This design comes from an exercise in tuning for small area on the open sky130 flow, not from production work.
No functional check of the RTL was part of any run shown here.

$ cat flow/config.mk
export PLATFORM = sky130hd
export DESIGN_NAME = top
export DESIGN_NICKNAME = top
export VERILOG_FILES = /design/flow/design.v
export SDC_FILE = /design/flow/constraint.sdc
export NUM_CORES = 4
export LEC_CHECK = 0
export ABC_AREA = 1
export CAP_MARGIN = 20
export CORE_MARGIN = 2
export CORE_UTILIZATION = 40
export CTS_BUF_LIST = sky130_fd_sc_hd__clkbuf_8
export CTS_CLUSTER_DIAMETER = 50
export CTS_CLUSTER_SIZE = 16
export SLEW_MARGIN = 20
$ cat flow/constraint.sdc
create_clock -name core_clock -period 10.0 [get_ports {clk}]
set_input_delay 2.0000 -clock core_clock [delete_from_list [all_inputs] [get_ports {clk}]]
set_output_delay 2.0000 -clock core_clock [all_outputs]
set_load 0.01 [all_outputs]
$ cat flow/design.v
module top(
	input						clk,
	input						rst_n,
	input 	[8-1:0]	pixel_in,
	input						valid_in,
	input	[2-1:0]color_in,
	input						last_col_in,
	input						last_pic_in,
	input	[3-1:0]	mode_in,
	output 	[8-1:0]	pixel_out,
	output						valid_out,
	output  [2-1:0]color_out,
	output						last_col_out,
	output						last_pic_out,
	output						finish_operation
);
	reg	[8-1:0]	pixel_in_reg;    
	reg						valid_in_reg;    
	reg	[2-1:0]color_in_reg;    
	reg						last_col_in_reg; 
	reg						last_pic_in_reg; 
	reg	[3-1:0]	mode_reg;       
	reg	[8-1:0]	pixel_out_reg,   n_pixel_out_reg;
	reg						valid_out_reg,   n_valid_out_reg;
	reg	[2-1:0]color_out_reg,   n_color_out_reg;
	reg						last_col_out_reg,n_last_col_out_reg;
	reg						last_pic_out_reg,n_last_pic_out_reg;
	reg						finish_reg, n_finish_reg;
	assign pixel_out   		= pixel_out_reg;
	assign valid_out   		= valid_out_reg;
	assign color_out   		= color_out_reg;
	assign last_col_out		= last_col_out_reg;
	assign last_pic_out		= last_pic_out_reg;
	assign finish_operation = finish_reg;
	localparam  r_mean_local = 8'b00010110;
	localparam  g_mean_local = 8'b00100110;
	localparam  b_mean_local = 8'b00010110;
	localparam 	k_r_local = 16'b0000000100111010;
	localparam 	k_g_local = 16'b0000000010110101;
	localparam 	k_b_local = 16'b0000000100111010;
	wire 	[8-1:0]	pixel_in_dem;
	wire 						valid_in_dem;
	wire 	[2-1:0]color_in_dem;
	wire 						last_col_in_dem;
	wire 						last_pic_in_dem;
	wire 	[8-1:0]	pixel_out_dem;
	wire 						valid_out_dem;
	wire 	[2-1:0]color_out_dem;
	wire 						last_col_out_dem;
	wire 						last_pic_out_dem;
	assign pixel_in_dem		= mode_reg == 3'd6 || mode_reg == 3'd0 ? pixel_in_reg : 8'd0;
	assign valid_in_dem		= mode_reg == 3'd6 || mode_reg == 3'd0 ? valid_in_reg : 1'b0;		
	assign color_in_dem		= mode_reg == 3'd6 || mode_reg == 3'd0 ? color_in_reg : 2'd3;		
	assign last_col_in_dem	= mode_reg == 3'd6 || mode_reg == 3'd0 ? last_col_in_reg : 1'b0;	
	assign last_pic_in_dem	= mode_reg == 3'd6 || mode_reg == 3'd0 ? last_pic_in_reg : 1'b0;	
	wire 	[8-1:0]	pixel_in_den;
	wire 						valid_in_den;
	wire 	[2-1:0]color_in_den;
	wire 						last_col_in_den;
	wire 						last_pic_in_den;
	wire 	[8-1:0]	pixel_out_den;
	wire 						valid_out_den;
	wire 	[2-1:0]color_out_den;
	wire 						last_col_out_den;
	wire 						last_pic_out_den;
	assign pixel_in_den		= mode_reg == 3'd1 ? pixel_in_reg : pixel_out_dem;
	assign valid_in_den		= mode_reg == 3'd1 ? valid_in_reg : valid_out_dem;		
	assign color_in_den		= mode_reg == 3'd1 ? color_in_reg : color_out_dem;
	assign last_col_in_den	= mode_reg == 3'd1 ? last_col_in_reg	: last_col_out_dem;
	assign last_pic_in_den	= mode_reg == 3'd1 ? last_pic_in_reg	: last_pic_out_dem;
	wire 	[8-1:0]	pixel_in_mean;
	wire 						valid_in_mean;
	wire 	[2-1:0]color_in_mean;
	wire 						last_pic_in_mean;
	wire 	[8-1:0]	r_mean_out_mean;
	wire 	[8-1:0]	g_mean_out_mean;
	wire 	[8-1:0]	b_mean_out_mean;
	wire 						valid_out_mean;
	wire 	[2-1:0]color_out_mean;
	wire 						last_pic_out_mean;
	wire 						finish_out_mean;
	assign pixel_in_mean	=  mode_reg == 3'd2 ? pixel_in_reg : pixel_out_den;
	assign valid_in_mean	=  mode_reg == 3'd2 ? valid_in_reg : valid_out_den;		
	assign color_in_mean	=  mode_reg == 3'd2 ? color_in_reg : color_out_den;
	assign last_pic_in_mean	=  mode_reg == 3'd2 ? last_pic_in_reg	: last_pic_out_den;
	wire 						valid_in_gain;
	wire 	[8-1:0]	r_mean_in_gain;
	wire 	[8-1:0]	g_mean_in_gain;
	wire 	[8-1:0]	b_mean_in_gain;
	wire 						valid_out_gain;
	wire 	[11:0]	k_r_out_gain;
	wire 	[11:0]	k_g_out_gain;
	wire 	[11:0]	k_b_out_gain;
	assign valid_in_gain 	= mode_reg == 3'd3 ? valid_in_reg : finish_out_mean;
	assign r_mean_in_gain	= mode_reg == 3'd3 ? r_mean_local : r_mean_out_mean;
	assign g_mean_in_gain	= mode_reg == 3'd3 ? g_mean_local : g_mean_out_mean;
	assign b_mean_in_gain	= mode_reg == 3'd3 ? b_mean_local : b_mean_out_mean;
	wire						valid_value_in_wb;
	wire 	[8-1:0]	pixel_in_wb;
	wire 	[2-1:0]color_in_wb;
	wire						valid_gain_in_wb;
	wire 						last_pic_in_wb;
	wire 	[16-1:0]	k_r_in_wb;
	wire 	[16-1:0]	k_g_in_wb;
	wire 	[16-1:0]	k_b_in_wb;
	wire						valid_value_out_wb;
	wire 	[8-1:0]	pixel_out_wb;
	wire 	[2-1:0]color_out_wb;
	wire 						last_pic_out_wb;
	assign valid_value_in_wb	= valid_in_reg;
	assign pixel_in_wb			= pixel_in_reg; 
	assign color_in_wb			= color_in_reg;
	assign last_pic_in_wb		= last_pic_in_reg;
	assign valid_gain_in_wb		= mode_reg == 3'd4 ? last_col_in : valid_out_gain;  
	assign k_r_in_wb			= mode_reg == 3'd4 ? k_r_local :  k_r_out_gain;
	assign k_g_in_wb			= mode_reg == 3'd4 ? k_g_local :  k_g_out_gain;
	assign k_b_in_wb			= mode_reg == 3'd4 ? k_b_local :  k_b_out_gain;
	wire 	[8-1:0]	pixel_in_gamma;
	wire 						valid_in_gamma;
	wire 	[2-1:0]color_in_gamma;
	wire 						last_pic_in_gamma;
	wire 	[8-1:0]	pixel_out_gamma;
	wire 						valid_out_gamma;
	wire 	[2-1:0]color_out_gamma;
	wire 						last_pic_out_gamma;
	assign pixel_in_gamma 		= mode_reg == 3'd5 ? pixel_in_reg : pixel_out_wb;
	assign valid_in_gamma		= mode_reg == 3'd5 ? valid_in_reg : valid_value_out_wb;
	assign color_in_gamma		= mode_reg == 3'd5 ? color_in_reg : color_out_wb;
	assign last_pic_in_gamma	= mode_reg == 3'd5 ? last_pic_out_reg : last_pic_out_wb;
	reg last_col_d;
	wire [8-1:0] pixel_in_d;
	wire last_pic_d;
	always@(posedge clk) begin
		pixel_in_reg <= pixel_in;
		last_col_in_reg <= last_col_in;
		last_col_d <= last_col_in_reg;
	end
demosaic demosaic(
	.clk(clk),
	.rst_n(rst_n),
	.valid(valid_in_dem),
	.data_in_r(pixel_in_d),
	.end_col_r(last_col_d),
	.end_pic_r(last_pic_d),
	.RGB_valid(valid_out_dem),
	.RGB_data(pixel_out_dem),
	.color(color_out_dem),
	.col_last(last_col_out_dem),
	.pic_last(last_pic_out_dem)
);
denoise denoise(
	.clk(clk),
	.rst_n(rst_n),
	.pixel_in(pixel_in_den),
	.valid_in(valid_in_den),
	.last_col_in(last_col_in_den),
	.last_pic_in(last_pic_in_den),
	.pixel_out(pixel_out_den),
	.valid_out(valid_out_den),
	.color_out(color_out_den),
	.last_col_out(last_col_out_den),
	.last_pic_out(last_pic_out_den)
);
Mean mean(
	.clk(clk), 
	.rst_n(rst_n),
	.valid_i(valid_in_mean),   
	.color_i(color_in_mean),
	.value_i(pixel_in_mean),
	.last_i(last_pic_in_mean),  
	.r_mean_o(r_mean_out_mean),
	.g_mean_o(g_mean_out_mean),
	.b_mean_o(b_mean_out_mean),
	.valid_o(valid_out_mean),	 
	.color_o(color_out_mean),	 
	.last_o(last_pic_out_mean),	 
	.finish_o(finish_out_mean)
);
Gain gain(
	.clk(clk),
	.rst_n(rst_n),
	.valid_i(valid_in_gain),
	.r_mean_i(r_mean_in_gain),
	.g_mean_i(g_mean_in_gain),
	.b_mean_i(b_mean_in_gain),
	.K_R_o(k_r_out_gain),
	.K_G_o(k_g_out_gain),
	.K_B_o(k_b_out_gain),
	.valid_gain_o(valid_out_gain)  
	);
WB wb(
	.clk(clk),
	.rst_n(rst_n),
	.valid_value_i(valid_value_in_wb),  
	.color_i(color_in_wb),
	.value_i(pixel_in_wb),
	.valid_gain_i(valid_gain_in_wb),
	.last_i(last_pic_in_wb),
	.K_R(k_r_in_wb[11:4]),
	.K_G(k_g_in_wb[11:4]),
	.K_B(k_b_in_wb[11:4]),
	.value_r(pixel_in_d),
	.last_tmp(last_pic_d),
	.value_o(pixel_out_wb),
	.valid_o(valid_value_out_wb),
	.color_o(color_out_wb),
	.last_o(last_pic_out_wb)
	);
gamma_122 gamma(
	.clk(clk),
	.rst_n(rst_n),
	.pixel_in(pixel_in_gamma),
	.valid_in(valid_in_gamma),
	.color_in(color_in_gamma),
	.last_pic_in(last_pic_in_gamma),
	.pixel_out(pixel_out_gamma),
	.valid_out(valid_out_gamma),
	.color_out(color_out_gamma),
	.last_pic_out(last_pic_out_gamma)
);
always@(*) begin
	n_pixel_out_reg = pixel_out_reg;
	n_valid_out_reg = valid_out_reg;
	n_color_out_reg = color_out_reg;
	n_last_col_out_reg = 1'b0;
	n_last_pic_out_reg = 1'b0;
	n_finish_reg = 1'b0; 
	case(mode_reg)
		3'd0:begin
			n_pixel_out_reg =    pixel_out_dem;
			n_valid_out_reg =    valid_out_dem;
			n_color_out_reg =    color_out_dem;
			n_last_col_out_reg = last_col_out_dem;
			n_last_pic_out_reg = last_pic_out_dem;
			n_finish_reg = color_out_dem == 2'd2 && last_col_out_dem; 
		end
		3'd1:begin
			n_pixel_out_reg =    pixel_out_den;
			n_valid_out_reg =    valid_out_den;
			n_color_out_reg =    color_out_den;
			n_last_col_out_reg = last_col_out_den;
			n_last_pic_out_reg = last_pic_out_den;
			n_finish_reg = color_out_den == 2'd2 && last_col_out_den; 
		end
		3'd2:begin
			n_pixel_out_reg =    color_out_mean == 2'd0 ? r_mean_out_mean :
								 color_out_mean == 2'd1 ? g_mean_out_mean :
								 b_mean_out_mean;
			n_valid_out_reg =    valid_out_mean;
			n_color_out_reg =    color_out_mean;
			n_last_pic_out_reg = last_pic_out_mean;
			n_finish_reg = finish_out_mean; 
		end
		3'd3:begin
			n_pixel_out_reg = 	 k_r_out_gain;
			n_valid_out_reg =    valid_out_gain;
			n_color_out_reg =    2'd0;
			n_last_pic_out_reg = 1'b0;
			n_finish_reg = valid_out_gain; 
		end
		3'd4:begin
			n_pixel_out_reg = 	 pixel_out_wb;
			n_valid_out_reg =    valid_value_out_wb;
			n_color_out_reg =    color_out_wb;
			n_last_pic_out_reg = last_pic_out_wb;
			n_finish_reg = color_out_wb == 2'd2 && last_pic_out_wb; 
		end
		3'd5: begin
			n_pixel_out_reg = 	 pixel_out_gamma;
			n_valid_out_reg = 	 valid_out_gamma;
			n_color_out_reg = 	 color_out_gamma;
			n_last_pic_out_reg = last_pic_out_gamma;
			n_finish_reg	= 	 color_out_gamma == 2'd2 && last_pic_out_gamma;
		end
		3'd6: begin
			n_pixel_out_reg = 	 pixel_out_den;   
			n_valid_out_reg =    valid_out_den;  
			n_color_out_reg =    color_out_den;  
			n_last_col_out_reg = last_col_out_den;
			n_last_pic_out_reg = last_pic_out_den;
			n_finish_reg = valid_out_gain; 
		end
		3'd7: begin
			n_pixel_out_reg =    pixel_out_gamma;
			n_valid_out_reg = 	 valid_out_gamma;
			n_color_out_reg = 	 color_out_gamma;
			n_last_pic_out_reg = last_pic_out_gamma;
			n_finish_reg	= 	 color_out_gamma == 2'd2 && last_pic_out_gamma;
		end
	endcase
end
always@(posedge clk or negedge rst_n) begin
	if(!rst_n) begin
		valid_in_reg    <= 0;
		color_in_reg    <= 2'd3;
		last_pic_in_reg <= 0;
		mode_reg		<= 3'd0;
		pixel_out_reg	<= 0 ;  
		valid_out_reg	<= 0;
		color_out_reg	<= 2'd3;   
		last_col_out_reg <= 0;
		last_pic_out_reg <= 0;
		finish_reg 		<=  0;
	end 
	else begin
		valid_in_reg 	<= valid_in;
		color_in_reg 	<= color_in;
		last_pic_in_reg <=  last_pic_in;
		mode_reg 		<= mode_in;
		pixel_out_reg 	<= n_pixel_out_reg;
		valid_out_reg 	<= n_valid_out_reg;
		color_out_reg 	<= n_color_out_reg;
		last_col_out_reg <= n_last_col_out_reg;
		last_pic_out_reg <= n_last_pic_out_reg;
		finish_reg 		<=  n_finish_reg;
	end
end
endmodule
module demosaic(
        clk,
        rst_n,
        valid,           
        data_in_r,       
        end_col_r,       
        end_pic_r,       
        RGB_valid,
        RGB_data,
        color,
        col_last,
        pic_last
        );
input           clk;
input           rst_n;
input           valid;
input   [7:0]   data_in_r;
input           end_col_r;
input           end_pic_r;
output          RGB_valid;
output  [7:0]   RGB_data;
output  [1:0]   color;
output          col_last;
output          pic_last;
localparam  P_INIT1 = 2'd0;
localparam  P_INIT2 = 2'd1;
localparam  P_NEW   = 2'd2;
localparam  P_PAT   = 2'd3;
localparam  L_IDLE  = 2'd0;
localparam  L_R     = 2'd1;
localparam  L_G     = 2'd2;
localparam  L_B     = 2'd3;
reg         valid_r;
reg [1:0]   phase_r;
reg         ctype_r;         
reg [2:0]   counter_r;
reg [1:0]   lstate_r;
reg [127:0] xs;              
reg [8:0]   s1_r, s2_r;      
reg [7:0]   r_n, g_n, b_n;
reg         cl_buf, pl_buf;
reg         RGB_valid_r;
reg [7:0]   RGB_data_r;
reg [1:0]   color_r;
reg         col_last_r;
reg         pic_last_r;
assign RGB_valid = RGB_valid_r;
assign RGB_data = RGB_data_r;
assign color = color_r;
assign col_last = col_last_r;
assign pic_last = pic_last_r;
wire [7:0]  x8   = xs[63:56];
wire [7:0]  x9   = xs[71:64];
wire [7:0]  x10  = xs[79:72];
wire [7:0]  x16  = xs[127:120];
wire [8:0]  s0   = data_in_r + x16;
wire [8:0]  ver  = x8 + x10;
wire [9:0]  ud   = s0 + s2_r;
wire [9:0]  hv   = s1_r + ver;
wire [7:0]  vX   = ud[9:2];
wire [7:0]  vY   = hv[9:2];
wire [7:0]  vH   = s1_r[8:1];
wire [7:0]  vV   = ver[8:1];
wire [7:0]  vC   = x9;
wire        odd  = counter_r[0];
reg  [7:0]  r_w, g_w, b_w;
always @(*) begin
    g_w = (ctype_r ^ odd) ? vC : vY;
    case ({ctype_r, odd})
        2'b00: begin r_w = vX; b_w = vC; end    
        2'b01: begin r_w = vH; b_w = vV; end    
        2'b10: begin r_w = vV; b_w = vH; end    
        default: begin r_w = vC; b_w = vX; end  
    endcase
end
wire        load = valid_r && (lstate_r == L_IDLE || lstate_r == L_B);
wire        pat  = (phase_r == P_PAT);
always @(posedge clk) begin
    if (valid_r) begin
        xs <= {xs[119:0], data_in_r};
        s1_r <= s0;
        s2_r <= s1_r;
    end
    r_n <= r_w;
    if (load) begin
        g_n <= g_w;
        b_n <= b_w;
        cl_buf <= end_col_r;
        pl_buf <= end_pic_r;
    end
end
always @(posedge clk or negedge rst_n) begin
    if (!rst_n) begin
        valid_r <= 1'b0;
        phase_r <= P_INIT1;
        ctype_r <= 1'b0;
        counter_r <= 3'd0;
        lstate_r <= L_IDLE;
        RGB_valid_r <= 1'b0;
        RGB_data_r <= 8'd0;
        color_r <= 2'd0;
        col_last_r <= 1'b0;
        pic_last_r <= 1'b0;
    end
    else begin
        valid_r <= valid;
        if (valid_r) begin
            case (phase_r)
                P_INIT1: begin
                    counter_r <= counter_r + 3'd1;
                    if (counter_r == 3'd7) phase_r <= P_INIT2;
                end
                P_INIT2: begin
                    counter_r <= counter_r + 3'd1;
                    if (counter_r == 3'd7) begin
                        phase_r <= P_NEW;
                        ctype_r <= 1'b0;
                    end
                end
                P_NEW: begin
                    counter_r <= counter_r + 3'd1;
                    if (counter_r[0]) phase_r <= P_PAT;
                end
                default: begin
                    if (end_col_r) begin
                        phase_r <= P_INIT1;
                        counter_r <= 3'd0;
                    end
                    else begin
                        counter_r <= counter_r + 3'd1;
                        if (counter_r == 3'd7) begin
                            phase_r <= P_NEW;
                            ctype_r <= ~ctype_r;
                        end
                    end
                end
            endcase
        end
        case (lstate_r)
            L_IDLE: begin
                RGB_valid_r <= 1'b0;
                col_last_r <= 1'b0;
                pic_last_r <= 1'b0;
                if (load && pat) lstate_r <= L_R;
            end
            L_R: begin
                lstate_r <= L_G;
                RGB_valid_r <= 1'b1;
                RGB_data_r <= r_n;
                color_r <= 2'd0;
                col_last_r <= cl_buf;
                pic_last_r <= pl_buf;
            end
            L_G: begin
                lstate_r <= L_B;
                RGB_valid_r <= 1'b1;
                RGB_data_r <= g_n;
                color_r <= 2'd1;
            end
            default: begin
                lstate_r <= (load && pat) ? L_R : L_IDLE;
                RGB_valid_r <= 1'b1;
                RGB_data_r <= b_n;
                color_r <= 2'd2;
            end
        endcase
    end
end
endmodule
module denoise(
	input			clk,
	input			rst_n,
	input 	[8-1:0]	pixel_in,
	input			valid_in,
	input			last_col_in,
	input			last_pic_in,
	output 	[8-1:0]	pixel_out,
	output			valid_out,
	output  [2-1:0]	color_out,
	output			last_col_out,
	output			last_pic_out
);
localparam INIT_12 	= 2'd0;
localparam INIT_2	= 2'd1;
localparam OUT 		= 2'd3;
localparam VOID		= 2'd3;
reg	[7:0]	pixel_in_reg;
reg			valid_in_reg;
reg			last_col_in_reg;
reg			last_pic_in_reg;
reg	[7:0]	pixel_out_reg;
reg			valid_out_reg;
reg	[1:0]	color_out_reg;
reg			last_col_out_reg;
reg			last_pic_out_reg;
assign pixel_out = pixel_out_reg;
assign valid_out = valid_out_reg;
assign color_out = color_out_reg;
assign last_col_out = last_col_out_reg;
assign last_pic_out = last_pic_out_reg;
reg [1:0]	state_0;
reg [2:0]	counter_0;
reg [1:0]	valid_count_0;
reg			init_12_last_flag;
reg			last_col_1, last_col_2;
reg			last_pic_1, last_pic_2;
reg [1:0]	oc_1, oc_2;			 
reg [7:0]	q_1, q_2;			 
reg [287:0]	line;				 
reg			full18, full36;		 
reg [9:0]	sum6_r, sum3_r, sum6_g, sum3_g, sum6_b, sum3_b;
wire		adv  = valid_in_reg && valid_count_0 == 2'd2;
wire		wrap = counter_0 == 3'd5;
wire [7:0]	pos8 = full18 ? line[143:136] : 8'd0;
wire [7:0]	pos7 = full36 ? line[287:280] : 8'd0;
wire [9:0]	h    = pos7 + pos8 + pixel_in_reg;
reg  [9:0]	s6, s3;
always @(*) begin
	case (valid_count_0)
		2'd0: begin s6 = sum6_r; s3 = sum3_r; end
		2'd1: begin s6 = sum6_g; s3 = sum3_g; end
		default: begin s6 = sum6_b; s3 = sum3_b; end
	endcase
end
wire [11:0]	sum9 = h + s3 + s6;
wire [7:0]	q_0  = sum9 / 4'd9;
wire		upd = valid_in_reg && (state_0 == OUT || state_0 == INIT_2);
always @(posedge clk) begin
	if (valid_in_reg) line <= {line[279:0], pixel_in_reg};
end
always @(posedge clk or negedge rst_n) begin
	if(!rst_n) begin
		pixel_in_reg  <= 0;
		valid_in_reg  <= 0;
		last_col_in_reg   <= 0;
		last_pic_in_reg   <= 0;
		pixel_out_reg <= 0;
		valid_out_reg <= 0;
		color_out_reg <= 0;
		last_col_out_reg  <= 0;
		last_pic_out_reg  <= 0;
		state_0 <= INIT_12;
		counter_0 <= 0;
		valid_count_0 <= 0;
		init_12_last_flag <= 0;
		last_col_1 <= 0;
		last_col_2 <= 0;
		last_pic_1 <= 0;
		last_pic_2 <= 0;
		oc_1 <= VOID;
		oc_2 <= VOID;
		q_1 <= 0;
		q_2 <= 0;
		full18 <= 0;
		full36 <= 0;
		sum6_r <= 0;
		sum3_r <= 0;
		sum6_g <= 0;
		sum3_g <= 0;
		sum6_b <= 0;
		sum3_b <= 0;
	end
	else begin
		pixel_in_reg  <= pixel_in;
		valid_in_reg  <= valid_in;
		last_col_in_reg   <= last_col_in;
		last_pic_in_reg   <= last_pic_in;
		init_12_last_flag <= state_0 == INIT_12 ? ((valid_count_0 == 2'd2 && wrap) ? 1'b1 : init_12_last_flag) : 1'b0;
		case (state_0)
			INIT_12: begin
				if (adv && wrap && init_12_last_flag) state_0 <= INIT_2;
				if (adv) counter_0 <= wrap ? 3'd0 : counter_0 + 3'd1;
			end
			INIT_2: begin
				if (adv && counter_0 == 3'd1) state_0 <= OUT;
				if (adv) counter_0 <= counter_0 + 3'd1;
			end
			default: begin
				if (adv && wrap) state_0 <= last_col_1 ? INIT_12 : INIT_2;
				if (adv) counter_0 <= wrap ? 3'd0 : counter_0 + 3'd1;
			end
		endcase
		if (valid_in_reg) begin
			valid_count_0 <= valid_count_0 == 2'd2 ? 2'd0 : valid_count_0 + 2'd1;
			if (valid_count_0 == 2'd2 && wrap) begin
				full18 <= 1'b1;
				if (full18) full36 <= 1'b1;
			end
		end
		if (upd) begin
			case (valid_count_0)
				2'd0: begin sum6_r <= h; sum3_r <= sum6_r; end
				2'd1: begin sum6_g <= h; sum3_g <= sum6_g; end
				default: begin sum6_b <= h; sum3_b <= sum6_b; end
			endcase
		end
		oc_1 <= (valid_in_reg && state_0 == OUT) ? valid_count_0 : VOID;
		q_1 <= q_0;
		last_col_1 <= last_col_in_reg;
		last_pic_1 <= last_pic_in_reg;
		oc_2 <= oc_1;
		q_2 <= q_1;
		last_col_2 <= last_col_1;
		last_pic_2 <= last_pic_1;
		pixel_out_reg <= q_2;
		valid_out_reg <= oc_2 != VOID;
		color_out_reg <= oc_2;
		last_col_out_reg <= last_col_2;
		last_pic_out_reg <= last_pic_2;
	end
end
endmodule
module Mean(
	clk,
	rst_n,
	valid_i,
	color_i,
	value_i,
	last_i,
	r_mean_o,
	g_mean_o,
	b_mean_o,
	valid_o,
	color_o,
	last_o,
	finish_o
	);
	localparam RED = 2'd0;
	localparam GREEN = 2'd1;
	localparam BLUE = 2'd2;
	input clk, rst_n, valid_i, last_i;
	input [1:0] color_i;
	input [7:0] value_i;
	output valid_o, last_o;
	output reg finish_o;
	output [1:0] color_o;
	output [7:0] r_mean_o, g_mean_o, b_mean_o;
	reg valid_r, last_r;
	reg [1:0] color_r;
	reg [7:0] value_r, value_d;
	reg valid_tmp, last_tmp, finish_tmp;
	reg [1:0] color_tmp;
	reg [1:0] last_state_r;
	reg [27:0] acc_r, acc_g, acc_b;
	assign valid_o = valid_tmp;
	assign last_o = last_tmp;
	assign color_o = color_tmp;
	assign r_mean_o = acc_r[27:20];
	assign g_mean_o = acc_g[27:20];
	assign b_mean_o = acc_b[27:20];
	wire [7:0] add_r = (valid_tmp && color_tmp == RED)   ? value_d : 8'd0;
	wire [7:0] add_g = (valid_tmp && color_tmp == GREEN) ? value_d : 8'd0;
	wire [7:0] add_b = (valid_tmp && color_tmp == BLUE)  ? value_d : 8'd0;
	always @(posedge clk) begin
		value_r <= value_i;
		value_d <= value_r;
	end
	always @(posedge clk or negedge rst_n) begin
		if (~rst_n) begin
			valid_r <= 0;
			last_r <= 0;
			color_r <= 0;
			valid_tmp <= 0;
			last_tmp <= 0;
			color_tmp <= 0;
			finish_tmp <= 0;
			finish_o <= 0;
			last_state_r <= 0;
			acc_r <= 0;
			acc_g <= 0;
			acc_b <= 0;
		end
		else begin
			valid_r <= valid_i;
			last_r <= last_i;
			color_r <= color_i;
			valid_tmp <= valid_r;
			last_tmp <= last_r;
			color_tmp <= color_r;
			finish_o <= finish_tmp;
			finish_tmp <= last_state_r == 2'd3 ? 1'b1 :
			              last_state_r == 2'd0 ? 1'b0 : finish_o;
			case (last_state_r)
				2'd3: last_state_r <= 2'd0;
				default: if (last_i) last_state_r <= last_state_r + 2'd1;
			endcase
			acc_r <= acc_r + add_r;
			acc_g <= acc_g + add_g;
			acc_b <= acc_b + add_b;
		end
	end
endmodule
module gain_div(
	input             clk,
	input             rst_n,
	input             valid_r,
	input      [7:0]  mean_i,
	input      [7:0]  k_mean_r,
	output     [11:0] k_prev,      
	output reg        finish
	);
	localparam IDLE = 2'd0;
	localparam FIND = 2'd1;
	localparam CALC = 2'd2;
	localparam DONE = 2'd3;
	reg [1:0]  state;
	reg [3:0]  counter;
	reg [2:0]  msb;
	reg [7:0]  dv;        
	reg [8:0]  rem;
	reg [12:0] k_tmp;
	wire       found = dv[msb];
	wire       ge    = rem >= {1'b0, dv};
	wire [7:0] rem_s = ge ? rem[7:0] - dv : rem[7:0];
	wire [2:0] sh    = 3'd7 - msb;
	wire       shifted = state == DONE || (state == CALC && counter != {1'b0, msb});
	assign k_prev = shifted ? k_tmp[12:1] : k_tmp[11:0];
	always @(posedge clk) begin
		case (state)
			IDLE: rem <= {1'b0, k_mean_r};
			FIND: counter <= {1'b0, msb};
			CALC: begin
				counter <= counter + 4'd1;
				rem     <= {rem_s, 1'b0};
			end
			default: ;
		endcase
	end
	always @(posedge clk or negedge rst_n) begin
		if (~rst_n) begin
			state   <= IDLE;
			msb     <= 3'd7;
			finish  <= 0;
			dv      <= 0;
			k_tmp   <= 0;
		end
		else begin
			case (state)
				IDLE: begin
					if (valid_r) state <= FIND;
					else         dv <= mean_i;
				end
				FIND: begin
					if (found) begin
						state   <= CALC;
						dv      <= dv << sh;
					end
					else msb <= msb - 3'd1;
				end
				CALC: begin
					if (counter == 4'd15) begin
						state   <= DONE;
						dv      <= (dv >> 1) >> sh;
					end
					k_tmp <= {k_tmp[11:0], ge};
				end
				default: begin
					finish <= 1'b1;
					state  <= IDLE;
				end
			endcase
		end
	end
endmodule
module Gain(
	clk,
	rst_n,
	valid_i,
	r_mean_i,
	g_mean_i,
	b_mean_i,
	K_R_o,
	K_G_o,
	K_B_o,
	valid_gain_o
	);
	input clk, rst_n, valid_i;
	input [7:0] r_mean_i, g_mean_i, b_mean_i;
	output valid_gain_o;
	output [11:0] K_R_o, K_G_o, K_B_o;	 
	wire [9:0]  msum = r_mean_i + g_mean_i + b_mean_i;
	wire [7:0]  kmean = msum / 2'd3;
	reg valid_r;
	reg [7:0] K_mean_r;
	wire finish_R, finish_G, finish_B;
	assign valid_gain_o = finish_R & finish_G & finish_B;
	gain_div div_r(.clk(clk), .rst_n(rst_n), .valid_r(valid_r), .mean_i(r_mean_i),
		.k_mean_r(K_mean_r), .k_prev(K_R_o), .finish(finish_R));
	gain_div div_g(.clk(clk), .rst_n(rst_n), .valid_r(valid_r), .mean_i(g_mean_i),
		.k_mean_r(K_mean_r), .k_prev(K_G_o), .finish(finish_G));
	gain_div div_b(.clk(clk), .rst_n(rst_n), .valid_r(valid_r), .mean_i(b_mean_i),
		.k_mean_r(K_mean_r), .k_prev(K_B_o), .finish(finish_B));
	always@(posedge clk or negedge rst_n) begin
		if(~rst_n) begin
			K_mean_r 	<= 0;
			valid_r  	<= 0;
		end
		else begin
			K_mean_r 	<= kmean;
			valid_r  	<= valid_i;
		end
	end
endmodule
module WB(
	clk,
	rst_n,
	valid_value_i,
	color_i,
	value_i,
	valid_gain_i,
	last_i,
	K_R,
	K_G,
	K_B,
	value_r,
	last_tmp,
	value_o,
	valid_o,
	color_o,
	last_o
	);
	input clk, rst_n, valid_value_i, valid_gain_i, last_i;
	input [1:0] color_i;
	input [7:0] value_i;
	input [7:0] K_R, K_G, K_B;		 
	output reg [7:0] value_r;
	output reg last_tmp;
	output reg valid_o;
	output [1:0] color_o;
	output reg last_o;
	output reg [7:0] value_o;
	reg valid_tmp;
	reg [1:0] color_r, color_tmp;
	reg [7:0] k_sel;
	assign color_o = color_tmp;
	wire valid_w = valid_value_i & valid_gain_i;
	reg [7:0] k_w;
	always @(*) begin
		if (!valid_w) k_w = 8'd0;
		else case (color_i)
			2'd0: k_w = K_R;
			2'd1: k_w = K_G;
			2'd2: k_w = K_B;
			default: k_w = 8'd1;
		endcase
	end
	wire [15:0] value_tmp = k_sel * value_r;
	wire [7:0] value_tmp_2 = value_tmp[15:12] != 4'd0 ? 8'hff : value_tmp[11:4];
	always @(posedge clk) value_r <= value_i;
	always @(posedge clk or negedge rst_n) begin
		if(~rst_n) begin
			valid_tmp <= 1'd0;
			color_r 	<= 2'd0;
			color_tmp 	<= 2'd0;
			k_sel 	<= 8'd0;
			last_o 	<= 0;
			last_tmp<= 0;
			valid_o <= 0;
			value_o	<= 0;
		end
		else begin
			valid_tmp <= valid_w;
			color_r 	<= color_i;
			color_tmp 	<= color_r;
			k_sel 	<= k_w;
			last_tmp <= last_i;
			last_o 	<= last_tmp;
			valid_o <= valid_tmp;
			value_o <= value_tmp_2;
		end
	end
endmodule
module gamma_122(
	input			clk,
	input			rst_n,
	input 	[8-1:0]	pixel_in,
	input			valid_in,
	input	[2-1:0]	color_in,
	input			last_pic_in,
	output 	[8-1:0]	pixel_out,
	output			valid_out,
	output  [2-1:0]	color_out,
	output			last_pic_out
);
reg	[8-1:0]	pixel_in_reg;
reg						valid_in_reg;
reg	[2-1:0]				color_in_reg;
reg						last_pic_in_reg;
reg	[8-1:0]	pixel_out_reg, n_pixel_out_reg;
reg						valid_out_reg, n_valid_out_reg;
reg	[2-1:0]				color_out_reg, n_color_out_reg;
reg						last_pic_out_reg, n_last_pic_out_reg;
assign pixel_out = pixel_out_reg;
assign valid_out = valid_out_reg;
assign color_out = color_out_reg;
assign last_pic_out = last_pic_out_reg;
always@(*) begin
	n_valid_out_reg = valid_in_reg;
	n_color_out_reg = color_in_reg;
	n_last_pic_out_reg = last_pic_in_reg;
end
always@(*) begin
	case(pixel_in_reg)
		8'd0:    n_pixel_out_reg = 8'd0;
		8'd1:    n_pixel_out_reg = 8'd20;
		8'd2:    n_pixel_out_reg = 8'd28;
		8'd3:    n_pixel_out_reg = 8'd33;
		8'd4:    n_pixel_out_reg = 8'd38;
		8'd5:    n_pixel_out_reg = 8'd42;
		8'd6:    n_pixel_out_reg = 8'd46;
		8'd7:    n_pixel_out_reg = 8'd49;
		8'd8:    n_pixel_out_reg = 8'd52;
		8'd9:    n_pixel_out_reg = 8'd55;
		8'd10:   n_pixel_out_reg = 8'd58;
		8'd11:   n_pixel_out_reg = 8'd61;
		8'd12:   n_pixel_out_reg = 8'd63;
		8'd13:   n_pixel_out_reg = 8'd65;
		8'd14:   n_pixel_out_reg = 8'd68;
		8'd15:   n_pixel_out_reg = 8'd70;
		8'd16:   n_pixel_out_reg = 8'd72;
		8'd17:   n_pixel_out_reg = 8'd74;
		8'd18:   n_pixel_out_reg = 8'd76;
		8'd19:   n_pixel_out_reg = 8'd78;
		8'd20:   n_pixel_out_reg = 8'd80;
		8'd21:   n_pixel_out_reg = 8'd81;
		8'd22:   n_pixel_out_reg = 8'd83;
		8'd23:   n_pixel_out_reg = 8'd85;
		8'd24:   n_pixel_out_reg = 8'd87;
		8'd25:   n_pixel_out_reg = 8'd88;
		8'd26:   n_pixel_out_reg = 8'd90;
		8'd27:   n_pixel_out_reg = 8'd91;
		8'd28:   n_pixel_out_reg = 8'd93;
		8'd29:   n_pixel_out_reg = 8'd94;
		8'd30:   n_pixel_out_reg = 8'd96;
		8'd31:   n_pixel_out_reg = 8'd97;
		8'd32:   n_pixel_out_reg = 8'd99;
		8'd33:   n_pixel_out_reg = 8'd100;
		8'd34:   n_pixel_out_reg = 8'd102;
		8'd35:   n_pixel_out_reg = 8'd103;
		8'd36:   n_pixel_out_reg = 8'd104;
		8'd37:   n_pixel_out_reg = 8'd106;
		8'd38:   n_pixel_out_reg = 8'd107;
		8'd39:   n_pixel_out_reg = 8'd108;
		8'd40:   n_pixel_out_reg = 8'd109;
		8'd41:   n_pixel_out_reg = 8'd111;
		8'd42:   n_pixel_out_reg = 8'd112;
		8'd43:   n_pixel_out_reg = 8'd113;
		8'd44:   n_pixel_out_reg = 8'd114;
		8'd45:   n_pixel_out_reg = 8'd115;
		8'd46:   n_pixel_out_reg = 8'd117;
		8'd47:   n_pixel_out_reg = 8'd118;
		8'd48:   n_pixel_out_reg = 8'd119;
		8'd49:   n_pixel_out_reg = 8'd120;
		8'd50:   n_pixel_out_reg = 8'd121;
		8'd51:   n_pixel_out_reg = 8'd122;
		8'd52:   n_pixel_out_reg = 8'd123;
		8'd53:   n_pixel_out_reg = 8'd124;
		8'd54:   n_pixel_out_reg = 8'd125;
		8'd55:   n_pixel_out_reg = 8'd126;
		8'd56:   n_pixel_out_reg = 8'd128;
		8'd57:   n_pixel_out_reg = 8'd129;
		8'd58:   n_pixel_out_reg = 8'd130;
		8'd59:   n_pixel_out_reg = 8'd131;
		8'd60:   n_pixel_out_reg = 8'd132;
		8'd61:   n_pixel_out_reg = 8'd133;
		8'd62:   n_pixel_out_reg = 8'd134;
		8'd63:   n_pixel_out_reg = 8'd135;
		8'd64:   n_pixel_out_reg = 8'd136;
		8'd65:   n_pixel_out_reg = 8'd136;
		8'd66:   n_pixel_out_reg = 8'd137;
		8'd67:   n_pixel_out_reg = 8'd138;
		8'd68:   n_pixel_out_reg = 8'd139;
		8'd69:   n_pixel_out_reg = 8'd140;
		8'd70:   n_pixel_out_reg = 8'd141;
		8'd71:   n_pixel_out_reg = 8'd142;
		8'd72:   n_pixel_out_reg = 8'd143;
		8'd73:   n_pixel_out_reg = 8'd144;
		8'd74:   n_pixel_out_reg = 8'd145;
		8'd75:   n_pixel_out_reg = 8'd146;
		8'd76:   n_pixel_out_reg = 8'd147;
		8'd77:   n_pixel_out_reg = 8'd147;
		8'd78:   n_pixel_out_reg = 8'd148;
		8'd79:   n_pixel_out_reg = 8'd149;
		8'd80:   n_pixel_out_reg = 8'd150;
		8'd81:   n_pixel_out_reg = 8'd151;
		8'd82:   n_pixel_out_reg = 8'd152;
		8'd83:   n_pixel_out_reg = 8'd153;
		8'd84:   n_pixel_out_reg = 8'd153;
		8'd85:   n_pixel_out_reg = 8'd154;
		8'd86:   n_pixel_out_reg = 8'd155;
		8'd87:   n_pixel_out_reg = 8'd156;
		8'd88:   n_pixel_out_reg = 8'd157;
		8'd89:   n_pixel_out_reg = 8'd158;
		8'd90:   n_pixel_out_reg = 8'd158;
		8'd91:   n_pixel_out_reg = 8'd159;
		8'd92:   n_pixel_out_reg = 8'd160;
		8'd93:   n_pixel_out_reg = 8'd161;
		8'd94:   n_pixel_out_reg = 8'd162;
		8'd95:   n_pixel_out_reg = 8'd162;
		8'd96:   n_pixel_out_reg = 8'd163;
		8'd97:   n_pixel_out_reg = 8'd164;
		8'd98:   n_pixel_out_reg = 8'd165;
		8'd99:   n_pixel_out_reg = 8'd165;
		8'd100:      n_pixel_out_reg = 8'd166;
		8'd101:      n_pixel_out_reg = 8'd167;
		8'd102:      n_pixel_out_reg = 8'd168;
		8'd103:      n_pixel_out_reg = 8'd168;
		8'd104:      n_pixel_out_reg = 8'd169;
		8'd105:      n_pixel_out_reg = 8'd170;
		8'd106:      n_pixel_out_reg = 8'd171;
		8'd107:      n_pixel_out_reg = 8'd171;
		8'd108:      n_pixel_out_reg = 8'd172;
		8'd109:      n_pixel_out_reg = 8'd173;
		8'd110:      n_pixel_out_reg = 8'd174;
		8'd111:      n_pixel_out_reg = 8'd174;
		8'd112:      n_pixel_out_reg = 8'd175;
		8'd113:      n_pixel_out_reg = 8'd176;
		8'd114:      n_pixel_out_reg = 8'd176;
		8'd115:      n_pixel_out_reg = 8'd177;
		8'd116:      n_pixel_out_reg = 8'd178;
		8'd117:      n_pixel_out_reg = 8'd178;
		8'd118:      n_pixel_out_reg = 8'd179;
		8'd119:      n_pixel_out_reg = 8'd180;
		8'd120:      n_pixel_out_reg = 8'd181;
		8'd121:      n_pixel_out_reg = 8'd181;
		8'd122:      n_pixel_out_reg = 8'd182;
		8'd123:      n_pixel_out_reg = 8'd183;
		8'd124:      n_pixel_out_reg = 8'd183;
		8'd125:      n_pixel_out_reg = 8'd184;
		8'd126:      n_pixel_out_reg = 8'd185;
		8'd127:      n_pixel_out_reg = 8'd185;
		8'd128:      n_pixel_out_reg = 8'd186;
		8'd129:      n_pixel_out_reg = 8'd187;
		8'd130:      n_pixel_out_reg = 8'd187;
		8'd131:      n_pixel_out_reg = 8'd188;
		8'd132:      n_pixel_out_reg = 8'd189;
		8'd133:      n_pixel_out_reg = 8'd189;
		8'd134:      n_pixel_out_reg = 8'd190;
		8'd135:      n_pixel_out_reg = 8'd190;
		8'd136:      n_pixel_out_reg = 8'd191;
		8'd137:      n_pixel_out_reg = 8'd192;
		8'd138:      n_pixel_out_reg = 8'd192;
		8'd139:      n_pixel_out_reg = 8'd193;
		8'd140:      n_pixel_out_reg = 8'd194;
		8'd141:      n_pixel_out_reg = 8'd194;
		8'd142:      n_pixel_out_reg = 8'd195;
		8'd143:      n_pixel_out_reg = 8'd196;
		8'd144:      n_pixel_out_reg = 8'd196;
		8'd145:      n_pixel_out_reg = 8'd197;
		8'd146:      n_pixel_out_reg = 8'd197;
		8'd147:      n_pixel_out_reg = 8'd198;
		8'd148:      n_pixel_out_reg = 8'd199;
		8'd149:      n_pixel_out_reg = 8'd199;
		8'd150:      n_pixel_out_reg = 8'd200;
		8'd151:      n_pixel_out_reg = 8'd200;
		8'd152:      n_pixel_out_reg = 8'd201;
		8'd153:      n_pixel_out_reg = 8'd202;
		8'd154:      n_pixel_out_reg = 8'd202;
		8'd155:      n_pixel_out_reg = 8'd203;
		8'd156:      n_pixel_out_reg = 8'd203;
		8'd157:      n_pixel_out_reg = 8'd204;
		8'd158:      n_pixel_out_reg = 8'd205;
		8'd159:      n_pixel_out_reg = 8'd205;
		8'd160:      n_pixel_out_reg = 8'd206;
		8'd161:      n_pixel_out_reg = 8'd206;
		8'd162:      n_pixel_out_reg = 8'd207;
		8'd163:      n_pixel_out_reg = 8'd208;
		8'd164:      n_pixel_out_reg = 8'd208;
		8'd165:      n_pixel_out_reg = 8'd209;
		8'd166:      n_pixel_out_reg = 8'd209;
		8'd167:      n_pixel_out_reg = 8'd210;
		8'd168:      n_pixel_out_reg = 8'd210;
		8'd169:      n_pixel_out_reg = 8'd211;
		8'd170:      n_pixel_out_reg = 8'd212;
		8'd171:      n_pixel_out_reg = 8'd212;
		8'd172:      n_pixel_out_reg = 8'd213;
		8'd173:      n_pixel_out_reg = 8'd213;
		8'd174:      n_pixel_out_reg = 8'd214;
		8'd175:      n_pixel_out_reg = 8'd214;
		8'd176:      n_pixel_out_reg = 8'd215;
		8'd177:      n_pixel_out_reg = 8'd216;
		8'd178:      n_pixel_out_reg = 8'd216;
		8'd179:      n_pixel_out_reg = 8'd217;
		8'd180:      n_pixel_out_reg = 8'd217;
		8'd181:      n_pixel_out_reg = 8'd218;
		8'd182:      n_pixel_out_reg = 8'd218;
		8'd183:      n_pixel_out_reg = 8'd219;
		8'd184:      n_pixel_out_reg = 8'd219;
		8'd185:      n_pixel_out_reg = 8'd220;
		8'd186:      n_pixel_out_reg = 8'd220;
		8'd187:      n_pixel_out_reg = 8'd221;
		8'd188:      n_pixel_out_reg = 8'd222;
		8'd189:      n_pixel_out_reg = 8'd222;
		8'd190:      n_pixel_out_reg = 8'd223;
		8'd191:      n_pixel_out_reg = 8'd223;
		8'd192:      n_pixel_out_reg = 8'd224;
		8'd193:      n_pixel_out_reg = 8'd224;
		8'd194:      n_pixel_out_reg = 8'd225;
		8'd195:      n_pixel_out_reg = 8'd225;
		8'd196:      n_pixel_out_reg = 8'd226;
		8'd197:      n_pixel_out_reg = 8'd226;
		8'd198:      n_pixel_out_reg = 8'd227;
		8'd199:      n_pixel_out_reg = 8'd227;
		8'd200:      n_pixel_out_reg = 8'd228;
		8'd201:      n_pixel_out_reg = 8'd228;
		8'd202:      n_pixel_out_reg = 8'd229;
		8'd203:      n_pixel_out_reg = 8'd229;
		8'd204:      n_pixel_out_reg = 8'd230;
		8'd205:      n_pixel_out_reg = 8'd230;
		8'd206:      n_pixel_out_reg = 8'd231;
		8'd207:      n_pixel_out_reg = 8'd231;
		8'd208:      n_pixel_out_reg = 8'd232;
		8'd209:      n_pixel_out_reg = 8'd232;
		8'd210:      n_pixel_out_reg = 8'd233;
		8'd211:      n_pixel_out_reg = 8'd233;
		8'd212:      n_pixel_out_reg = 8'd234;
		8'd213:      n_pixel_out_reg = 8'd234;
		8'd214:      n_pixel_out_reg = 8'd235;
		8'd215:      n_pixel_out_reg = 8'd235;
		8'd216:      n_pixel_out_reg = 8'd236;
		8'd217:      n_pixel_out_reg = 8'd236;
		8'd218:      n_pixel_out_reg = 8'd237;
		8'd219:      n_pixel_out_reg = 8'd237;
		8'd220:      n_pixel_out_reg = 8'd238;
		8'd221:      n_pixel_out_reg = 8'd238;
		8'd222:      n_pixel_out_reg = 8'd239;
		8'd223:      n_pixel_out_reg = 8'd239;
		8'd224:      n_pixel_out_reg = 8'd240;
		8'd225:      n_pixel_out_reg = 8'd240;
		8'd226:      n_pixel_out_reg = 8'd241;
		8'd227:      n_pixel_out_reg = 8'd241;
		8'd228:      n_pixel_out_reg = 8'd242;
		8'd229:      n_pixel_out_reg = 8'd242;
		8'd230:      n_pixel_out_reg = 8'd243;
		8'd231:      n_pixel_out_reg = 8'd243;
		8'd232:      n_pixel_out_reg = 8'd244;
		8'd233:      n_pixel_out_reg = 8'd244;
		8'd234:      n_pixel_out_reg = 8'd245;
		8'd235:      n_pixel_out_reg = 8'd245;
		8'd236:      n_pixel_out_reg = 8'd246;
		8'd237:      n_pixel_out_reg = 8'd246;
		8'd238:      n_pixel_out_reg = 8'd247;
		8'd239:      n_pixel_out_reg = 8'd247;
		8'd240:      n_pixel_out_reg = 8'd248;
		8'd241:      n_pixel_out_reg = 8'd248;
		8'd242:      n_pixel_out_reg = 8'd249;
		8'd243:      n_pixel_out_reg = 8'd249;
		8'd244:      n_pixel_out_reg = 8'd249;
		8'd245:      n_pixel_out_reg = 8'd250;
		8'd246:      n_pixel_out_reg = 8'd250;
		8'd247:      n_pixel_out_reg = 8'd251;
		8'd248:      n_pixel_out_reg = 8'd251;
		8'd249:      n_pixel_out_reg = 8'd252;
		8'd250:      n_pixel_out_reg = 8'd252;
		8'd251:      n_pixel_out_reg = 8'd253;
		8'd252:      n_pixel_out_reg = 8'd253;
		8'd253:      n_pixel_out_reg = 8'd254;
		8'd254:      n_pixel_out_reg = 8'd254;
		8'd255:      n_pixel_out_reg = 8'd255;
		default:     n_pixel_out_reg = 8'd0;
	endcase
end
always@(posedge clk or negedge rst_n)
	if(!rst_n) begin
		pixel_in_reg <= 0;
		valid_in_reg <= 0;
		color_in_reg <= 0;
		last_pic_in_reg <= 0;
		pixel_out_reg <= 0;
		valid_out_reg <= 0;
		color_out_reg <= 0;
		last_pic_out_reg <= 0;
	end
	else begin
		pixel_in_reg <= pixel_in;
		valid_in_reg <= valid_in;
		color_in_reg <= color_in;
		last_pic_in_reg <= last_pic_in;
		pixel_out_reg <= n_pixel_out_reg;
		valid_out_reg <= n_valid_out_reg;
		color_out_reg <= n_color_out_reg;
		last_pic_out_reg <= n_last_pic_out_reg;
	end
endmodule
$ cat flow/flow/run.sh
#!/bin/bash
# The standard layout with two changes:
# - the synthesis maps with an area-oriented ABC script (flow/abc_area.script);
#   everything else in it is the standard flow's own synthesis script (synth_recipe.tcl)
# - clock tree synthesis adds no dummy loads (inverters that drive nothing)
set -euo pipefail
HERE=$(pwd)
cat > "$HERE/area_synth.tcl" <<EOT
proc abc {args} {
  set i [lsearch -exact \$args -script]
  if {\$i >= 0} { set args [lreplace \$args [expr {\$i+1}] [expr {\$i+1}] $HERE/flow/abc_area.script] }
  yosys abc {*}\$args
}
source $HERE/synth_recipe.tcl
EOT
bash standard.sh SYNTH_SCRIPT="$HERE/area_synth.tcl" \
  CTS_ARGS="-sink_clustering_enable -repair_clock_nets -dont_use_dummy_load -sink_clustering_size 16 -sink_clustering_max_diameter 50 -buf_list sky130_fd_sc_hd__clkbuf_8" \
  finish > standard.log 2>&1
$ cat flow/flow/abc_area.script
strash
dch -f
amap
topo
stime -c
$ cat flow/standard.sh
#!/bin/bash
# synth_recipe.tcl (not shown) runs the flow's synth.tcl, then flattens the netlist and writes it again
# the make line also repeats each setting of config.mk as NAME=value (left out here)
make -C /OpenROAD-flow-scripts/flow DESIGN_CONFIG=/design/flow/config.mk WORK_HOME=/design/flow/orfs CLKGATE_MAP_FILE= SYNTH_SCRIPT=/design/flow/synth_recipe.tcl "${@:-finish}"
==> results of run 1 <==
-- final timing paths --
path,to,startpoint,cells after the start
worst max-delay path,denoise.q_1[0],denoise.full18,79
worst min-delay path,gamma.color_out_reg[1],gamma.color_in_reg[1],0
worst max register to register,denoise.q_1[0],denoise.full18,79
worst min register to register,gamma.color_out_reg[1],gamma.color_in_reg[1],0
max in group asynchronous,gain.K_mean_r[7],rst_n,2
min in group asynchronous,mean.valid_r,rst_n,1
-- placed cells by master, fill, tap and decap left out, types with 11 or more instances in the layout --
cell	Yosys	final
o21ai_0	172	152
a22oi_1	17	17
o21ai_2	0	11
nor2_4	0	12
buf_4	0	185
o32a_1	14	14
or2_0	17	16
clkbuf_8	0	101
a21oi_1	276	258
dfxtp_1	42	42
clkinv_1	461	439
nor4_1	14	11
a32oi_1	11	11
fa_1	50	48
nor2b_1	25	22
o221ai_1	34	32
nor2_1	523	498
ha_1	214	209
o32ai_1	18	16
nand2b_1	11	11
a211oi_1	16	15
a21oi_2	0	15
dfrtp_1	378	376
a22o_1	12	12
edfxtp_1	491	491
a222oi_1	29	29
nand2_1	244	238
clkdlybuf4s50_1	0	30
o22ai_1	167	163
a21o_1	18	18
o21a_1	36	36
a221oi_1	20	19
nand3_1	32	32
a31oi_1	39	36
nor3_1	53	50
dfstp_2	17	17
nor2_2	0	13
o22a_1	108	108
-- cell usage after synthesis, drive strengths merged (20+ instances only) --
cell type | number | area share
nor2 | 523 | 0.047
edfxtp | 491 | 0.35
clkinv | 461 | 0.041
dfrtp | 378 | 0.23
a21oi | 276 | 0.033
nand2 | 244 | 0.022
ha | 214 | 0.064
o21ai | 172 | 0.021
o22ai | 167 | 0.025
o22a | 108 | 0.023
nor3 | 53 | 0.0063
fa | 50 | 0.024
dfxtp | 42 | 0.020
a31oi | 39 | 0.0058
o21a | 36 | 0.0065
o221ai | 34 | 0.0071
nand3 | 32 | 0.0038
a222oi | 29 | 0.0069
nor2b | 25 | 0.0037
a221oi | 20 | 0.0042
-- routing by layer --
layer / track usage / routed length (um) / vias up / share of wire
li1: - / - / 14000 / -
met1: 0.262 / 45700 / 14000 / 0.48
met2: 0.265 / 41700 / 771 / 0.44
met3: 0.0335 / 5220 / 164 / 0.055
met4: 0.0574 / 2800 / 0 / 0.029
met5: 0 / 0 / - / 0
-- worst reg2reg max path: cells and delay by family, from the launching register on --
| kind | cells | cell delay (ns) |
|---|---|---|
| AO/OA/AOI/OAI | 28 | 3.90 |
| AND/OR/NAND/NOR | 27 | 2.97 |
| buffers and inverters | 19 | 1.86 |
| adder cells (fa/ha/maj) | 5 | 1.77 |
| flip-flops | 1 | 0.37 |
-- stage by stage --
step / hold slack (ns) / TNS, ns / setup WS [ns] / util / area, um2
2_1_floorplan: 0.310 / -1.39 / -0.973 / - / 42100
3_3_place_gp: 0.312 / -1.03 / -0.738 / 0.437 / 45200
3_5_place_dp: 0.312 / -1.78 / -1.14 / 0.437 / 45200
4_1_cts: 0.242 / -0.620 / -0.563 / 0.455 / 47100
5_1_grt: 0.257 / -2.77 / -1.60 / 0.457 / 47300
6_report: 0.269 / -1.34 / -0.920 / 0.457 / 47300
-- logic make-up (layout without fill, tap and decap cells) --
family	after synthesis	after routing
AO/OA/AOI/OAI	1046	1046
AND/OR/NAND/NOR	955	955
flip-flops	928	928
buffers and inverters	461	784
adder cells (fa/ha/maj)	264	264
XOR/XNOR	2	2
other	0	2
-- layout make-up --
cell class              instances  share of cell area
flip-flops and latches        928               0.539
clock buffers                 101              0.0294
repair buffers                222              0.0378
multi-input cells            2267               0.320
inverters                     461              0.0374
diodes                          2            0.000106
well taps                    1380              0.0365
-- timing repair --
action	in CTS	in global routing
buffers inserted	36	13
cloned	0	0
endpoints found under the setup margin	2	3
resized for setup	41	51
pin swaps	36	50
==> notes.md, run 1 <==
- Status: complete, but fails checks
- Failed Checks: negative setup slack
- Largest family of logic cells by synthesized area: compound AO/OA/AOI/OAI gates
- Max reg flops: 288
- Total wire length: 95.4 mm
- Post-synthesis mux area share: 0
- CTS Buf Count: 101
- TritonRoute pass-1 iters: 9
- Layout Cells excl Fill: 5361
- Vias in the first global route: 27700
- Compound-cell area share of the yosys netlist: 0.165
- Startpoint Class: flop
- Number of port buffers: 31
- Iteration-0 DRC Markers: 2653
- Hpwl dp: 65.7 mm
- Slew HR: 0.308
- Starting Density: 0.404
- Final #Nets: between 4000 and 5000
- Distinct cells, synth: 57
- Pin count of the biggest net entering global routing: between 150 and 200
- Worst-skew pair later-pin latency: 0.79 ns
- Worst Path Buf+Inv: 19
- Die footprint: 107000 um2
- Core Footprint: 103000 um2
- CP peak stage delay: 0.56 ns
- Share of cells above drive strength 1: 0.109
- DRC Markers: 0
- Syn_nets: 3938
- Die W: 327 um
- Die Span Y: 327 um
- Worst endpoint required time: 10.67 ns
- Area of the multi-input gates: around 15000 um2
- Number of synthesized flops with an enable pin: 491
- Final period util: 1.09
- Top FF cell, synth: edfxtp_1
- Clk root buf: clkbuf_8
- Flop-to-flop setup slack: -0.92 ns
- RSZ-0062 raised after global routing: yes
- Hold buffers post-CTS: 0
- Worst setup margin: -0.920 ns
- Syn_area_per_cell: 11.4 um2
- Async SR Flop Fraction: 0.426
- Adder-cell share of the synthesized area: 0.0880
- Final Hold Viols: 0
- Top Registers: denoise.line: 288 flops, demosaic.xs: 128 flops
- Fill cells: ~9500
- Seq. cell area: around 25000 um2
- Final setup fails: 2
- Final Max Tran Viols: 0
- CTS tree: done
- HP Class: reg -> reg
- Arr. time, crit path: 11.59 ns
- Crit Path Class: reg -> reg
- Total grt overflow: 0
- Gpl congestion: slightly below 0.9
- Via density: 5.39
- H-Tree Level Count: 3
- Cell Rows: 118
- Max Cap Viol: 0
- Initial antenna violation count: 2
- F_max: between 0.09 and 0.1 GHz
- Clk buf depth: 3
- Clock sinks: 928
- Worst clock skew: 0.115 ns
- Final min period: 10.92 ns
- Xor-xnor portion of the synthesized cell area: 0.000419
- Clock-pin slew reported for the worst setup and hold paths after clock tree synthesis: around 0.10 ns
- Largest Register: denoise.line
- Crit path max-delay family: compound AO/OA/AOI/OAI gates
- Placed instance count: roughly 5200
- Via count: 28900
- GRT Overall Usage: 0.178
- Yosys reg bits: 928
- Wirelength per Cell: 17.8 um
- Worst-Margin Slew: 1.04 ns
- Seq/Total Area, Yosys: 0.610
- Routed Antenna Nets: 0
- Layout area overhead: 13.3%
- Number of top-level pins: 32
- Synthesized area: 41800 um2
- CP endpoint kind: flop
- First-pass GRT wire length: 152 mm
- Top fanout value on the critical path: 4
- Synth Area in Simple Gates: 0.0950
- Mapped Cells: 3656
- Yosys warning count: 8
- Slowest-stage cell, CP: fa_2
==> run 2: changes to the inputs <==
--- a/flow/flow/run.sh
+++ b/flow/flow/run.sh
@@ -16,3 +16,3 @@
 bash standard.sh SYNTH_SCRIPT="$HERE/area_synth.tcl" \
-  CTS_ARGS="-sink_clustering_enable -repair_clock_nets -dont_use_dummy_load -sink_clustering_size 16 -sink_clustering_max_diameter 50 -buf_list sky130_fd_sc_hd__clkbuf_8" \
+  CTS_ARGS="-sink_clustering_enable -repair_clock_nets -dont_use_dummy_load -sink_clustering_size 10 -sink_clustering_max_diameter 35 -buf_list sky130_fd_sc_hd__clkbuf_4" \
   finish > standard.log 2>&1
==> run 2 against run 1 <==
Effect of this change: still fails the layout checks on negative setup slack; via count rose by 1.1%; non-clock buffer count rose by 1; largest cell class unchanged.
==> notes.md, run 2 <==
- Mapped Cells: 3656
- Worst endpoint required time: 10.91 ns
- Clk root buf: clkbuf_4
- Worst Path Buf+Inv: 16
- Gpl congestion: 0.880
- Seq/Total Area, Yosys: 0.610
- Hold endpoint: denoise.q_2[6]
- Top FF cell, synth: edfxtp_1
- Commonest cells post-synth: nor2_1, edfxtp_1, clkinv_1, dfrtp_1, a21oi_1
- Vias in the first global route: 28100
- Syn_nets: 3938
- Crit Path Class: reg -> reg
- RSZ-0062 raised after global routing: yes
- Distinct cells, synth: 57
- Die W: 327 um
- Largest Register: denoise.line
- Final #Nets: between 4000 and 5000
- Final Max Tran Viols: 0
- Commonest non-fill, non-tap cell in the layout: nor2_1
- Post-synth top area share: 0.353
- Met3 WL: 5.31 mm
- Die footprint: 107000 um2
- Synth top area cells: edfxtp_1, dfrtp_1, ha_1, nor2_1, clkinv_1
- Routed Antenna Nets: 0
- Total grt overflow: 0
- Hold buffers post-CTS: 0
- Most frequent cells in the layout: nor2_1, edfxtp_1, clkinv_1
- Clock sinks: 928
- H-Tree Level Count: 4
- Max reg flops: 288
- Layout area overhead: 12.9%
- Via count: just under 30000
- Total wire length: 95.6 mm
- Top routing layer in use: met4
- Worst-Margin Slew: approximately 1.0 ns
- Top Registers: denoise.line: 288 flops, demosaic.xs: 128 flops
- Via density: 5.38
- Cell Rows: 118
- Flop-to-flop setup slack: -1.06 ns
- Clk buf depth: 3
- Synth Area in Simple Gates: 0.0950
- TritonRoute pass-1 iters: 7
- Synthesized area: 41800 um2
- Worst-skew pair later-pin latency: 1.05 ns
- CTS tree: done
- CP peak stage delay: 0.42 ns
- GRT Overall Usage: 0.180
- DRC Markers: 0
- Reg-to-Reg End: denoise.q_1[0]
- Number of port buffers: 31
- Placed instance count: 5209
- Hold path cells: 0
- Crit path max-delay family: compound AO/OA/AOI/OAI gates
- Reg2Reg Depth: between 70 and 80
- Worst setup margin: -1.06 ns
- Number of top-level pins: 32
- Final Hold Viols: 0
- Number of synthesized flops with an enable pin: 491
- Iteration-0 DRC Markers: 2558
- CTS Buf Count: 157
- Wirelength per Cell: 17.6 um
- Core Footprint: 103000 um2
- Worst clock skew: between 0.1 and 0.15 ns
- Pin count of the biggest net entering global routing: 173
- Starting Density: 0.404
- Metal2 WL: 42.0 mm
- Failed Checks: negative setup slack
- Metal1 wirelength: 46.0 mm
- Most common cell in the netlist: nor2_1
- Async SR Flop Fraction: 0.426
- Hold_sp: denoise.q_1[6]
- Startpoint Class: flop
- Layout Cells excl Fill: 5424
- Slew HR: 0.306
- Clock-pin slew reported for the worst setup and hold paths after clock tree synthesis: 0.10 ns
- HP Class: reg -> reg
- Post-synthesis mux area share: 0
- Final setup fails: 2
- Slowest-stage cell, CP: a2111o_1
- Fill cells: 9594
- Largest family of logic cells by synthesized area: compound AO/OA/AOI/OAI gates
- Compound-cell area share of the yosys netlist: 0.165
- Final min period: about 11 ns
- Final period util: 1.11
- Xor-xnor portion of the synthesized cell area: 0.000419
- Worst R2R Start: denoise.full18
- Top fanout value on the critical path: 4
- First-pass GRT wire length: around 150 mm
- Max Cap Viol: 0
- Adder-cell share of the synthesized area: 0.0880
- CP endpoint kind: flop
- Share of cells above drive strength 1: 0.122
- Initial antenna violation count: 2
- Status: complete, but fails checks
- Arr. time, crit path: 11.97 ns
- Worst path most repeated cell: nor2_4
- F_max: 0.0904 GHz
- Yosys reg bits: 928
- Yosys warning count: 8
- Yosys top cell by area: edfxtp_1
- Die Span Y: 327 um
- Syn_area_per_cell: 11.4 um2
- Hpwl dp: 65.7 mm
[run 2: cell counts after synthesis]
No cell type changed its count.
[run 2: stage by stage]
| step | hold WS (ns) | TNS (ns) | setup slack, ns | util | cell area [um2] |
|---|---|---|---|---|---|
| 3_3_place_gp | 0.312 | -1.03 | -0.738 | 0.437 | 45200 |
| 3_5_place_dp | 0.312 | -1.78 | -1.14 | 0.437 | 45200 |
| 5_1_grt | 0.278 | -3.23 | -1.78 | 0.456 | 47200 |
| 2_1_floorplan | 0.310 | -1.39 | -0.973 | - | 42100 |
| 6_report | 0.276 | -1.61 | -1.06 | 0.456 | 47200 |
| 4_1_cts | 0.279 | -0.718 | -0.616 | 0.453 | 46800 |
[run 2: worst reg2reg max path: cells and delay by family, from the launching register on]
family	cells	cell delay, ns
compound gates	31	4.86
fa+ha+maj	4	1.19
buf+inv	16	1.64
flops	1	0.40
simple gates	27	2.87
[run 2: cell type report]
type | instances | area (um2) | share of cell area
multi-input cells | 2267 | 15200 | 0.322
inverters | 461 | 1770 | 0.0375
clock buffers | 157 | 1180 | 0.0250
well taps | 1380 | 1730 | 0.0366
repair buffers | 223 | 1810 | 0.0383
flip-flops and latches | 928 | 25500 | 0.541
diodes | 8 | 20.0 | 0.000424
[run 2: worst max path at each step]
stage                     slack (ns)      startpoint  depth (start not counted)              to
after floorplan                -0.97  denoise.full18                         73  denoise.q_1[0]
after global placement         -0.74  denoise.full36                         74  denoise.q_1[0]
after detailed placement       -1.14  denoise.full36                         69  denoise.q_1[0]
after CTS                      -0.62  denoise.full18                         76  denoise.q_1[0]
after global routing           -1.78  denoise.full18                         78  denoise.q_1[0]
final                          -1.06  denoise.full18                         78  denoise.q_1[0]
[run 2: what timing repair did]
item,CTS,global route
pin swaps,36,51
endpoints found under the setup margin,2,3
gates resized for setup,41,55
buffers inserted,36,14
[run 2: logic make-up (layout without fill, tap and decap cells)]
family	after synthesis	after routing
XOR/XNOR	2	2
other	0	8
buffers and inverters	461	841
AND/OR/NAND/NOR	955	955
AO/OA/AOI/OAI	1046	1046
flip-flops	928	928
adder cells (fa/ha/maj)	264	264
[run 2: metal layers]
layer | GRT usage | vias up
met3 | 0.0364 | 176
met1 | 0.265 | 14100
met2 | 0.267 | 792
li1 | - | 14200
met5 | 0 | -
met4 | 0.0570 | 0

## what the ideal ports hide
How much do the figures lean on ideal ports? The routed layouts below were timed once more, with nothing changed but the port constraints. Step 1 (the two cells are an assumption about what drives the block):
set clk [get_ports {clk}]
set_driving_cell -lib_cell sky130_fd_sc_hd__clkbuf_16 $clk
set_driving_cell -lib_cell sky130_fd_sc_hd__buf_2 [delete_from_list [all_inputs] $clk]
Step 2 times the ports against the registers' clock, not the clock port: input delays grow and output delays shrink by t, the midpoint of the rising clock arrivals with the driver on. Three values: no drivers, after step 1, after step 2; two values: the first two.
| run | t (ns) | setup slack, ns | hold WS [ns] | worst setup path after step 2 | pins driven straight from the clock port |
|---|---|---|---|---|---|
| run 1 | 0.792 | -0.920 / -0.920 / -0.920 | 0.269 / 0.269 / 0.269 | register to register | 1 |
| run 2 | 1.047 | -1.063 / -1.063 / -1.063 | 0.276 / 0.276 / 0.276 | register to register | 1 |
